What follows belongs to an exercise in optimizing a design on an open flow for small area; a production flow would make more cautious choices.
Only simulation tests tie the RTL to the original design; equivalence was not proved.

==> flow/design.v, too long to show whole: its modules and the start of the top module <==
// module butterfly_unit: 2297 lines
// module bu_fa: 4 lines
// module bu_sel3: 4 lines
// module bu_xnor: 3 lines
// module bu_or: 3 lines
module butterfly_unit #(
    parameter Q_IN    = 15,
    parameter Q_DATA = 15,
    parameter Q_OUT   = 15
)(
    input  wire clk,
    input  wire reset,
    input  wire valid_in,
    input  wire signed [Q_IN:0]    a_real, a_imag,
    input  wire signed [Q_IN:0]    b_real, b_imag,
    input  wire signed [Q_DATA:0] W_real, W_imag,
    output reg valid_out,
    output reg signed [Q_OUT:0]   y0_real, y0_imag,
    output reg signed [Q_OUT:0]   y1_real, y1_imag
);
  // ...
==> flow/flow/run.sh <==
#!/bin/bash
set -o pipefail
export BUFFER_PORTS_ARGS="-buffer_cell sky130_fd_sc_hd__buf_1"
export GPL_KEEP_OVERFLOW=0
export SETUP_MOVE_SEQUENCE="unbuffer,sizeup,swap"
bash standard.sh > standard.log 2>&1
==> flow/standard.sh <==
#!/bin/bash
# synth_recipe.tcl (not shown) runs the flow's synth.tcl, then flattens the netlist and writes it again
# the make line also repeats each setting of config.mk as NAME=value (left out here)
make -C /OpenROAD-flow-scripts/flow DESIGN_CONFIG=/design/flow/config.mk WORK_HOME=/design/flow/orfs CLKGATE_MAP_FILE= SYNTH_SCRIPT=/design/flow/synth_recipe.tcl "${@:-finish}"
==> flow/config.mk <==
export PLATFORM = sky130hd
export DESIGN_NAME = butterfly_unit
export DESIGN_NICKNAME = butterfly_unit
export VERILOG_FILES = /design/flow/design.v
export SDC_FILE = /design/flow/constraint.sdc
export NUM_CORES = 4
export LEC_CHECK = 0
export CAP_MARGIN = 20
export CORE_MARGIN = 2
export CORE_UTILIZATION = 55
export CTS_BUF_LIST = sky130_fd_sc_hd__clkbuf_8
export PLACE_DENSITY = 0.7
export SLEW_MARGIN = 20
export SYNTH_HIERARCHICAL = 1
==> flow/constraint.sdc <==
create_clock -name core_clock -period 20.0 [get_ports {clk}]
set_input_delay 4.0000 -clock core_clock [delete_from_list [all_inputs] [get_ports {clk}]]
set_output_delay 4.0000 -clock core_clock [all_outputs]
set_load 0.01 [all_outputs]
==> key figures, run 1 <==
Outcome
  – Outcome: timing/DRC/antenna clean

Detailed routing
  – Met1 wire length: 23.5 mm
  – Via count: ~17000

Layout
  – Fraction of area in multi-input gates: 0.844
  – Fraction of area in registers: 0.0717
  – Cell area after layout: ~0.022 mm2
  – Layout net count: 2394

Timing
  – Slew Viols, Final: 0
  – Worst-margin pin slew: 1.23 ns
  – TNS Setup: 0 ns

Synth
  – Combinational family with the most area after synthesis: adder cells
  – Synth Area in XOR/XNOR: 0.0292
  – Syn Inst Count: 1555
  – Syn avg cell area: 12.9 um2

CTS
  – CTS tree: done
  – Post-CTS resize count: 34

Setup path
  – CP Data Arrival Time: 19.92 ns
  – Startpoint types: input pin

Placed design
  – Placed instance count: 2185
  – Port Buf Inserts: 163

GRT
  – First-pass GRT wire length: 106 mm
  – Number of global-route vias before repair: 18061

Floorplan
  – Tapcells: 468
==> inputs of run 2 (changes only) <==
--- a/flow/design.v
+++ b/flow/design.v
@@ -2217,71 +2217,139 @@
   wire n1278 = n1277 ^ c1273 ^ n431;
   wire n1279 = c1274 ^ ho1275 ^ n1278;
   wire s1280, c1280;
   bu_fa u1280 (.a(a_real[0]), .b(~s761), .ci(~s752), .s(s1280), .co(c1280));
   wire s1281, c1281;
   bu_fa u1281 (.a(a_real[1]), .b(~s770), .ci(c1280), .s(s1281), .co(c1281));
   wire s1282, c1282;
   bu_fa u1282 (.a(a_real[2]), .b(~hx781), .ci(c1281), .s(s1282), .co(c1282));
-  wire s1283, c1283;
-  bu_fa u1283 (.a(a_real[3]), .b(~hx792), .ci(c1282), .s(s1283), .co(c1283));
-  wire s1284, c1284;
-  bu_fa u1284 (.a(a_real[4]), .b(~s801), .ci(c1283), .s(s1284), .co(c1284));
-  wire s1285, c1285;
-  bu_fa u1285 (.a(a_real[5]), .b(~hx811), .ci(c1284), .s(s1285), .co(c1285));
-  wire s1286, c1286;
-  bu_fa u1286 (.a(a_real[6]), .b(~s819), .ci(c1285), .s(s1286), .co(c1286));
-  wire s1287, c1287;
-  bu_fa u1287 (.a(a_real[7]), .b(~hx828), .ci(c1286), .s(s1287), .co(c1287));
-  wire s1288, c1288;
-  bu_fa u1288 (.a(a_real[8]), .b(~s835), .ci(c1287), .s(s1288), .co(c1288));
-  wire s1289, c1289;
-  bu_fa u1289 (.a(a_real[9]), .b(~hx843), .ci(c1288), .s(s1289), .co(c1289));
-  wire s1290, c1290;
-  bu_fa u1290 (.a(a_real[10]), .b(~s849), .ci(c1289), .s(s1290), .co(c1290));
-  wire s1291, c1291;
-  bu_fa u1291 (.a(a_real[11]), .b(~hx856), .ci(c1290), .s(s1291), .co(c1291));
-  wire s1292, c1292;
-  bu_fa u1292 (.a(a_real[12]), .b(~s861), .ci(c1291), .s(s1292), .co(c1292));
-  wire s1293, c1293;
-  bu_fa u1293 (.a(a_real[13]), .b(~hx867), .ci(c1292), .s(s1293), .co(c1293));
-  wire zr1294 = a_real[14] ^ ~n871 ^ c1293;
-  wire s1295, c1295;
-  bu_fa u1295 (.a(a_imag[0]), .b(~s1169), .ci(~hx1160), .s(s1295), .co(c1295));
-  wire s1296, c1296;
-  bu_fa u1296 (.a(a_imag[1]), .b(~s1178), .ci(c1295), .s(s1296), .co(c1296));
-  wire s1297, c1297;
-  bu_fa u1297 (.a(a_imag[2]), .b(~hx1189), .ci(c1296), .s(s1297), .co(c1297));
-  wire s1298, c1298;
-  bu_fa u1298 (.a(a_imag[3]), .b(~hx1200), .ci(c1297), .s(s1298), .co(c1298));
-  wire s1299, c1299;
-  bu_fa u1299 (.a(a_imag[4]), .b(~s1209), .ci(c1298), .s(s1299), .co(c1299));
-  wire s1300, c1300;
-  bu_fa u1300 (.a(a_imag[5]), .b(~hx1219), .ci(c1299), .s(s1300), .co(c1300));
-  wire s1301, c1301;
-  bu_fa u1301 (.a(a_imag[6]), .b(~s1227), .ci(c1300), .s(s1301), .co(c1301));
-  wire s1302, c1302;
-  bu_fa u1302 (.a(a_imag[7]), .b(~hx1236), .ci(c1301), .s(s1302), .co(c1302));
-  wire s1303, c1303;
-  bu_fa u1303 (.a(a_imag[8]), .b(~s1243), .ci(c1302), .s(s1303), .co(c1303));
-  wire s1304, c1304;
-  bu_fa u1304 (.a(a_imag[9]), .b(~hx1251), .ci(c1303), .s(s1304), .co(c1304));
-  wire s1305, c1305;
-  bu_fa u1305 (.a(a_imag[10]), .b(~s1257), .ci(c1304), .s(s1305), .co(c1305));
-  wire s1306, c1306;
-  bu_fa u1306 (.a(a_imag[11]), .b(~hx1264), .ci(c1305), .s(s1306), .co(c1306));
-  wire s1307, c1307;
-  bu_fa u1307 (.a(a_imag[12]), .b(~s1269), .ci(c1306), .s(s1307), .co(c1307));
-  wire s1308, c1308;
-  bu_fa u1308 (.a(a_imag[13]), .b(~hx1275), .ci(c1307), .s(s1308), .co(c1308));
-  wire zi1309 = a_imag[14] ^ ~n1279 ^ c1308;
+  wire zrp1283 = ~(a_real[3] ^ hx792);
+  wire zr1284 = zrp1283 ^ c1282;
+  wire zrg1285 = a_real[3] & ~hx792;
+  wire cc1286;
+  bu_ao21 ua1286 (.g(zrg1285), .p(zrp1283), .c(c1282), .y(cc1286));
+  wire zrp1287 = ~(a_real[4] ^ s801);
+  wire zr1288 = zrp1287 ^ cc1286;
+  wire zrg1289 = a_real[4] & ~s801;
+  wire cc1290;
+  bu_ao21 ua1290 (.g(zrg1289), .p(zrp1287), .c(cc1286), .y(cc1290));
+  wire zrp1291 = ~(a_real[5] ^ hx811);
+  wire zr1292 = zrp1291 ^ cc1290;
+  wire zrg1293 = a_real[5] & ~hx811;
+  wire cc1294;
+  bu_ao21 ua1294 (.g(zrg1293), .p(zrp1291), .c(cc1290), .y(cc1294));
+  wire zrp1295 = ~(a_real[6] ^ s819);
+  wire zr1296 = zrp1295 ^ cc1294;
+  wire zrg1297 = a_real[6] & ~s819;
+  wire cc1298;
+  bu_ao21 ua1298 (.g(zrg1297), .p(zrp1295), .c(cc1294), .y(cc1298));
+  wire zrp1299 = ~(a_real[7] ^ hx828);
+  wire zr1300 = zrp1299 ^ cc1298;
+  wire zrg1301 = a_real[7] & ~hx828;
+  wire cc1302;
+  bu_ao21 ua1302 (.g(zrg1301), .p(zrp1299), .c(cc1298), .y(cc1302));
+  wire zrp1303 = ~(a_real[8] ^ s835);
+  wire zr1304 = zrp1303 ^ cc1302;
+  wire zrg1305 = a_real[8] & ~s835;
+  wire cc1306;
+  bu_ao21 ua1306 (.g(zrg1305), .p(zrp1303), .c(cc1302), .y(cc1306));
+  wire zrp1307 = ~(a_real[9] ^ hx843);
+  wire zr1308 = zrp1307 ^ cc1306;
+  wire zrg1309 = a_real[9] & ~hx843;
+  wire cc1310;
+  bu_ao21 ua1310 (.g(zrg1309), .p(zrp1307), .c(cc1306), .y(cc1310));
+  wire zrp1311 = ~(a_real[10] ^ s849);
+  wire zr1312 = zrp1311 ^ cc1310;
+  wire zrg1313 = a_real[10] & ~s849;
+  wire cc1314;
+  bu_ao21 ua1314 (.g(zrg1313), .p(zrp1311), .c(cc1310), .y(cc1314));
+  wire zrp1315 = ~(a_real[11] ^ hx856);
+  wire zr1316 = zrp1315 ^ cc1314;
+  wire zrg1317 = a_real[11] & ~hx856;
+  wire cc1318;
+  bu_ao21 ua1318 (.g(zrg1317), .p(zrp1315), .c(cc1314), .y(cc1318));
+  wire zrp1319 = ~(a_real[12] ^ s861);
+  wire zr1320 = zrp1319 ^ cc1318;
+  wire zrg1321 = a_real[12] & ~s861;
+  wire cc1322;
+  bu_ao21 ua1322 (.g(zrg1321), .p(zrp1319), .c(cc1318), .y(cc1322));
+  wire zrp1323 = ~(a_real[13] ^ hx867);
+  wire zr1324 = zrp1323 ^ cc1322;
+  wire zrg1325 = a_real[13] & ~hx867;
+  wire cc1326;
+  bu_ao21 ua1326 (.g(zrg1325), .p(zrp1323), .c(cc1322), .y(cc1326));
+  wire zrp1327 = ~(a_real[14] ^ n871);
+  wire zr1328 = zrp1327 ^ cc1326;
+  wire s1329, c1329;
+  bu_fa u1329 (.a(a_imag[0]), .b(~s1169), .ci(~hx1160), .s(s1329), .co(c1329));
+  wire s1330, c1330;
+  bu_fa u1330 (.a(a_imag[1]), .b(~s1178), .ci(c1329), .s(s1330), .co(c1330));
+  wire s1331, c1331;
+  bu_fa u1331 (.a(a_imag[2]), .b(~hx1189), .ci(c1330), .s(s1331), .co(c1331));
+  wire zip1332 = ~(a_imag[3] ^ hx1200);
+  wire zi1333 = zip1332 ^ c1331;
+  wire zig1334 = a_imag[3] & ~hx1200;
+  wire cc1335;
+  bu_ao21 ua1335 (.g(zig1334), .p(zip1332), .c(c1331), .y(cc1335));
+  wire zip1336 = ~(a_imag[4] ^ s1209);
+  wire zi1337 = zip1336 ^ cc1335;
+  wire zig1338 = a_imag[4] & ~s1209;
+  wire cc1339;
+  bu_ao21 ua1339 (.g(zig1338), .p(zip1336), .c(cc1335), .y(cc1339));
+  wire zip1340 = ~(a_imag[5] ^ hx1219);
+  wire zi1341 = zip1340 ^ cc1339;
+  wire zig1342 = a_imag[5] & ~hx1219;
+  wire cc1343;
+  bu_ao21 ua1343 (.g(zig1342), .p(zip1340), .c(cc1339), .y(cc1343));
+  wire zip1344 = ~(a_imag[6] ^ s1227);
+  wire zi1345 = zip1344 ^ cc1343;
+  wire zig1346 = a_imag[6] & ~s1227;
+  wire cc1347;
+  bu_ao21 ua1347 (.g(zig1346), .p(zip1344), .c(cc1343), .y(cc1347));
+  wire zip1348 = ~(a_imag[7] ^ hx1236);
+  wire zi1349 = zip1348 ^ cc1347;
+  wire zig1350 = a_imag[7] & ~hx1236;
+  wire cc1351;
+  bu_ao21 ua1351 (.g(zig1350), .p(zip1348), .c(cc1347), .y(cc1351));
+  wire zip1352 = ~(a_imag[8] ^ s1243);
+  wire zi1353 = zip1352 ^ cc1351;
+  wire zig1354 = a_imag[8] & ~s1243;
+  wire cc1355;
+  bu_ao21 ua1355 (.g(zig1354), .p(zip1352), .c(cc1351), .y(cc1355));
+  wire zip1356 = ~(a_imag[9] ^ hx1251);
+  wire zi1357 = zip1356 ^ cc1355;
+  wire zig1358 = a_imag[9] & ~hx1251;
+  wire cc1359;
+  bu_ao21 ua1359 (.g(zig1358), .p(zip1356), .c(cc1355), .y(cc1359));
+  wire zip1360 = ~(a_imag[10] ^ s1257);
+  wire zi1361 = zip1360 ^ cc1359;
+  wire zig1362 = a_imag[10] & ~s1257;
+  wire cc1363;
+  bu_ao21 ua1363 (.g(zig1362), .p(zip1360), .c(cc1359), .y(cc1363));
+  wire zip1364 = ~(a_imag[11] ^ hx1264);
+  wire zi1365 = zip1364 ^ cc1363;
+  wire zig1366 = a_imag[11] & ~hx1264;
+  wire cc1367;
+  bu_ao21 ua1367 (.g(zig1366), .p(zip1364), .c(cc1363), .y(cc1367));
+  wire zip1368 = ~(a_imag[12] ^ s1269);
+  wire zi1369 = zip1368 ^ cc1367;
+  wire zig1370 = a_imag[12] & ~s1269;
+  wire cc1371;
+  bu_ao21 ua1371 (.g(zig1370), .p(zip1368), .c(cc1367), .y(cc1371));
+  wire zip1372 = ~(a_imag[13] ^ hx1275);
+  wire zi1373 = zip1372 ^ cc1371;
+  wire zig1374 = a_imag[13] & ~hx1275;
+  wire cc1375;
+  bu_ao21 ua1375 (.g(zig1374), .p(zip1372), .c(cc1371), .y(cc1375));
+  wire zip1376 = ~(a_imag[14] ^ n1279);
+  wire zi1377 = zip1376 ^ cc1375;
   wire [15:0] y0r_n = {n871, hx867, s861, hx856, s849, hx843, s835, hx828, s819, hx811, s801, hx792, hx781, s770, s761, s752};
-  wire [15:0] y0i_n = {zi1309, s1308, s1307, s1306, s1305, s1304, s1303, s1302, s1301, s1300, s1299, s1298, s1297, s1296, s1295, hx1160};
-  wire [15:0] y1r_n = {zr1294, s1293, s1292, s1291, s1290, s1289, s1288, s1287, s1286, s1285, s1284, s1283, s1282, s1281, s1280, s752};
+  wire [15:0] y0i_n = {zi1377, zi1373, zi1369, zi1365, zi1361, zi1357, zi1353, zi1349, zi1345, zi1341, zi1337, zi1333, s1331, s1330, s1329, hx1160};
+  wire [15:0] y1r_n = {zr1328, zr1324, zr1320, zr1316, zr1312, zr1308, zr1304, zr1300, zr1296, zr1292, zr1288, zr1284, s1282, s1281, s1280, s752};
   wire [15:0] y1i_n = {n1279, hx1275, s1269, hx1264, s1257, hx1251, s1243, hx1236, s1227, hx1219, s1209, hx1200, hx1189, s1178, s1169, hx1160};
     always @(posedge clk or posedge reset) begin
         if (reset) begin
             y0_real <= 0;
             y0_imag <= 0;
             y1_real <= 0;
             y1_imag <= 0;
         end else if (valid_in) begin
@@ -2298,14 +2366,17 @@
 module bu_fa (input wire a, input wire b, input wire ci, output wire s, output wire co);
   assign s = a ^ b ^ ci;
   assign co = (a & b) | (a & ci) | (b & ci);
 endmodule
 module bu_sel3 (input wire s1, input wire m1, input wire s2, input wire m2,
                 input wire s3, input wire m3, output wire y);
   assign y = ~((s1 & m1) | (s2 & m2) | (s3 & m3));
 endmodule
+module bu_ao21 (input wire g, input wire p, input wire c, output wire y);
+  assign y = g | (p & c);
+endmodule
 module bu_xnor (input wire a, input wire b, output wire y);
   assign y = ~(a ^ b);
 endmodule
 module bu_or (input wire a, input wire b, output wire y);
   assign y = a | b;
 endmodule
==> flow/config.mk (replaced) <==
export PLATFORM = sky130hd
export DESIGN_NAME = butterfly_unit
export DESIGN_NICKNAME = butterfly_unit
export VERILOG_FILES = /design/flow/design.v
export SDC_FILE = /design/flow/constraint.sdc
export NUM_CORES = 4
export LEC_CHECK = 0
export CAP_MARGIN = 20
export CORE_MARGIN = 2
export CORE_UTILIZATION = 40
export CTS_BUF_LIST = sky130_fd_sc_hd__clkbuf_8
export PLACE_DENSITY = 0.6
export SLEW_MARGIN = 20
export SYNTH_HIERARCHICAL = 1
==> run 2 against run 1 <==
Critical endpoint is now y0_imag[15]$_DFFE_PP0P_. Count of clock-buffer cells in the layout up 1. Highest routed layer is now met5. Clock skew unchanged.
==> key figures, run 2 <==
Outcome
  – Outcome: timing/DRC/antenna clean

Setup path
  – Reg2reg start: y0_real[13]$_DFFE_PP0P_
  – Kind of critical path: in2reg
  – Reg2Reg Setup Slack: 19.20 ns
  – CP dominant cell by count: fa_1
  – Critical-path top delay cell: fa_1
  – FF-to-FF End: y0_real[13]$_DFFE_PP0P_
  – Worst EP required: between 20 and 25 ns
  – Startpoint types: input pin
  – Critical path endpoint category: register
  – CP Max Fanout: 18
  – Worst reg-to-reg path cell count: 1
  – CP Data Arrival Time: 19.78 ns (-0.14 ns)
  – Largest stage delay on the critical path: 0.82 ns

Layout
  – Top flop regs: y0_imag x16, y1_real x16
  – Fillcell total: 4734
  – Layout area overhead: 9.71%
  – Cell area after layout: 0.0222 mm2 (+1.3%)
  – Final non-filler cell total: 2475
  – Most common cell after layout, fill and taps aside: fa_1
  – Layout net count: 2464 (+2.9%)
  – Commonest cells after routing, fill and taps aside: fa_1, a222oi_1, buf_1
  – Inserted Diodes: 0
  – Share of layout cells above drive strength 1: 0.0804

Synth
  – Asr flop ratio synth: 0.984
  – Syn avg cell area: 12.5 um2 (-3.6%)
  – Post-synth top area share: 0.511
  – Simple-gate share of the synthesized area: 0.0532
  – Count leader, synth: fa_1
  – Seq cells post-synth: 63
  – Syn Inst Count: 1623 (+4.4%)
  – Syn. warnings: 7
  – Adder-cell area share of the yosys netlist: 0.544
  – Compound-Gate Fraction of Synth Area: 0.243
  – Post-synth EDFFs: 0
  – Ys flop type: dfrtp_1
  – Post-synth cell types: 45
  – Cell Area, Synth: 0.0202 mm2
  – Post-synthesis mux area share: 0.0217
  – Largest cells by area after synthesis: fa_1, a222oi_1, dfrtp_1
  – Seq/Total Area, Yosys: 0.0777
  – Most instantiated cells after synthesis: fa_1, a222oi_1, a21oi_1, inv_1, xnor2_1
  – Leading area contributor after synthesis: fa_1
  – Synth Area in XOR/XNOR: 0.0385 (+0.00933)
  – Combinational family with the most area after synthesis: adder cells

Placed design
  – Routability cong.: just under 1
  – Placed instance area: between 0.02 and 0.025 mm2
  – Placed instance count: 2458 (+12%)
  – Place WS: -0.222 ns
  – Port Buf Inserts: 163 (unchanged)
  – Final HPWL DP: 57.6 mm

CTS
  – Clock sinks: 63
  – Cts bufs inserted: 9
  – CTS clock-pin slew for the worst setup and hold paths: approximately 0.10 ns
  – Post-CTS Setup Inserts: 0
  – Cts-stage hold buffer count: 0
  – CTS tree: done
  – Clock latency on the worst-skew pair: ~0.39 ns
  – Clock Tree Buf Depth: 2
  – H-Tree Depth: 3
  – CTS root buf: clkbuf_8

Timing
  – FMAX: 51.3 MHz
  – Final WS setup: 0.519 ns
  – Worst rel slew slack: 0.269
  – Worst-margin pin slew: 1.09 ns (-0.140 ns)
  – Final Hold Viols: 0
  – Final setup fails: 0
  – Slew Viols, Final: 0 (unchanged)
  – Setup Skew: 0 ns
  – Tmin final: slightly below 20 ns
  – Tcrit/Tclk final: 0.974
  – Unrepaired setup endpoints after global routing: no

Min path
  – Hold Path Class: reg2reg
  – Hold Path End: y0_real[10]$_DFFE_PP0P_
  – HP Start: y0_real[10]$_DFFE_PP0P_
  – Hold Path Depth: 1

Floorplan
  – Std cell rows: 82
  – Initial Util: 0.404
  – Die Y: 229 um
  – Core area: 0.0501 mm2
  – Die area: 0.0524 mm2
  – Die width: 229 um
  – Io pins: ~160

GRT
  – First-pass GRT wire length: 113 mm (+7.2%)
  – Largest net degree at the start of global routing: 45
  – Total global-route track usage: 0.281
  – Antenna violations before repair: 1
  – Number of global-route vias before repair: 17891 (-0.94%)
  – Total gr overflow: 0

Detailed routing
  – Via count: 17579 (+2.8%)
  – Routed len/inst: 29.0 um
  – First-pass DRT Iterations: 17
  – Remaining DRCs: 0
  – Post-route ant nets: 0
  – Via density: 7.10
  – Total wire length: 71.7 mm
  – Initial DRC count: around 4500

Flow run
  – Max-Cap Viols: 0
-- run 2: cell count changes in the layout (fill, tap and decap cells not counted), sizes merged --
| cell | change |
|---|---|
| xnor2 | +22 |
| fa | -22 |
| clkinvlp | +2 |
| mux2 | -22 |
| a21oi | +22 |
| a21o | +22 |
| ha | +22 |
| buf | +5 |
| nor2 | +22 |
| inv | +1 |
| clkinv | -3 |
| bufinv | -1 |
-- run 2: cell type report --
type	instances	area [um2]	area share
inverter	82	314	0.0141
multi-input combinational	1468	18500	0.833
sequential	63	1570	0.0708
timing repair buffer	174	787	0.0354
clock inverter	6	67.6	0.00304
tap	672	841	0.0379
clock buffer	10	138	0.00620
-- run 2: Yosys stat by module (local to each module, per instance) --
module	cells inside	cell area, um2	flops+latches
butterfly_unit	650	5520	63
bu_or	1	6.26	0
bu_xnor	1	8.76	0
bu_fa	1	20.0	0
bu_sel3	1	10.0	0
bu_ao21	1	7.51	0
-- run 2: worst max-delay path: cells and delay by family --
family / cells / cell delay [ns]
compound gates: 1 / 0.44
xor+xnor: 4 / 0.98
fa+ha+maj: 28 / 12.28
buf+inv: 2 / 0.29
mux: 1 / 0.26
simple gates: 6 / 1.51
-- run 2: logic make-up after synthesis --
| group | after synthesis |
|---|---|
| buffers and inverters | 112 |
| and+or+nand+nor | 200 |
| other | 1 |
| AOI/OAI and AO/OA | 556 |
| xor gates and xnor gates | 82 |
| adders and majority gates | 570 |
| muxes | 39 |
| DFF | 63 |
-- run 2: repair_timing --
action,4_1_cts,5_1_grt
endpoints found under the setup margin,0,4
hold endpoints to repair,0,0
resized for setup,0,17
-- run 2: metrics by stage --
stage | TNS [ns] | hold slack (ns) | utilization
detailed placement | -0.292 | 0.495 | 0.438
global route | 0 | 0.529 | 0.443
global placement | -3.15 | 0.490 | 0.432
finish | 0 | 0.512 | 0.443
floorplan | 0 | 0.551 | -
CTS | 0 | 0.515 | 0.442
-- run 2: worst max path at each step --
stage / startpoint / to / depth (start not counted)
floorplan: W_imag[0] / y0_imag[15]$_DFFE_PP0P_ / 43
global placement: W_real[0] / y0_imag[15]$_DFFE_PP0P_ / 42
detailed placement: W_real[0] / y1_real[15]$_DFFE_PP0P_ / 43
CTS: W_real[0] / y1_real[15]$_DFFE_PP0P_ / 43
global route: W_real[0] / y0_imag[15]$_DFFE_PP0P_ / 42
finish: W_real[0] / y0_imag[15]$_DFFE_PP0P_ / 42
-- run 2: per-layer routing --
metal  wire length [um]  vias to the layer above  GRT usage
li1                   -                     6987          -
met1              28200                     9056      0.396
met2              32300                     1393      0.430
met3               8200                      141     0.0580
met4               2980                        2      0.101
met5                 11                        -          0

==> what the ideal ports hide <==
In the flow no input, the clock included, has a driving cell. The finished layouts below were timed again as built, in two steps.
Step 1: set_driving_cell puts a clkbuf_16 on clk and a buf_2 on each other input, an assumption about the parent block.
Step 2 also shifts input and output timing later by t, the mid clock arrival at the registers, as if the neighbouring blocks saw the same clock.
Three values: ideal, step 1, step 2; two values: the first two.
| run | t (ns) | setup slack, ns | slew at the worst register clock pin (ns) |
|---|---|---|---|
| run 1 | 0.440 | 0.372 / 0.396 / -0.043 | 0.09 / 0.09 |
| run 2 | 0.433 | 0.519 / 0.529 / 0.095 | 0.10 / 0.10 |
Met with ideal ports but missed after step 2: setup timing in run 1. The setup slack of run 2, which loses most, moves by +0.010 ns with the drivers and by -0.424 ns with both steps.
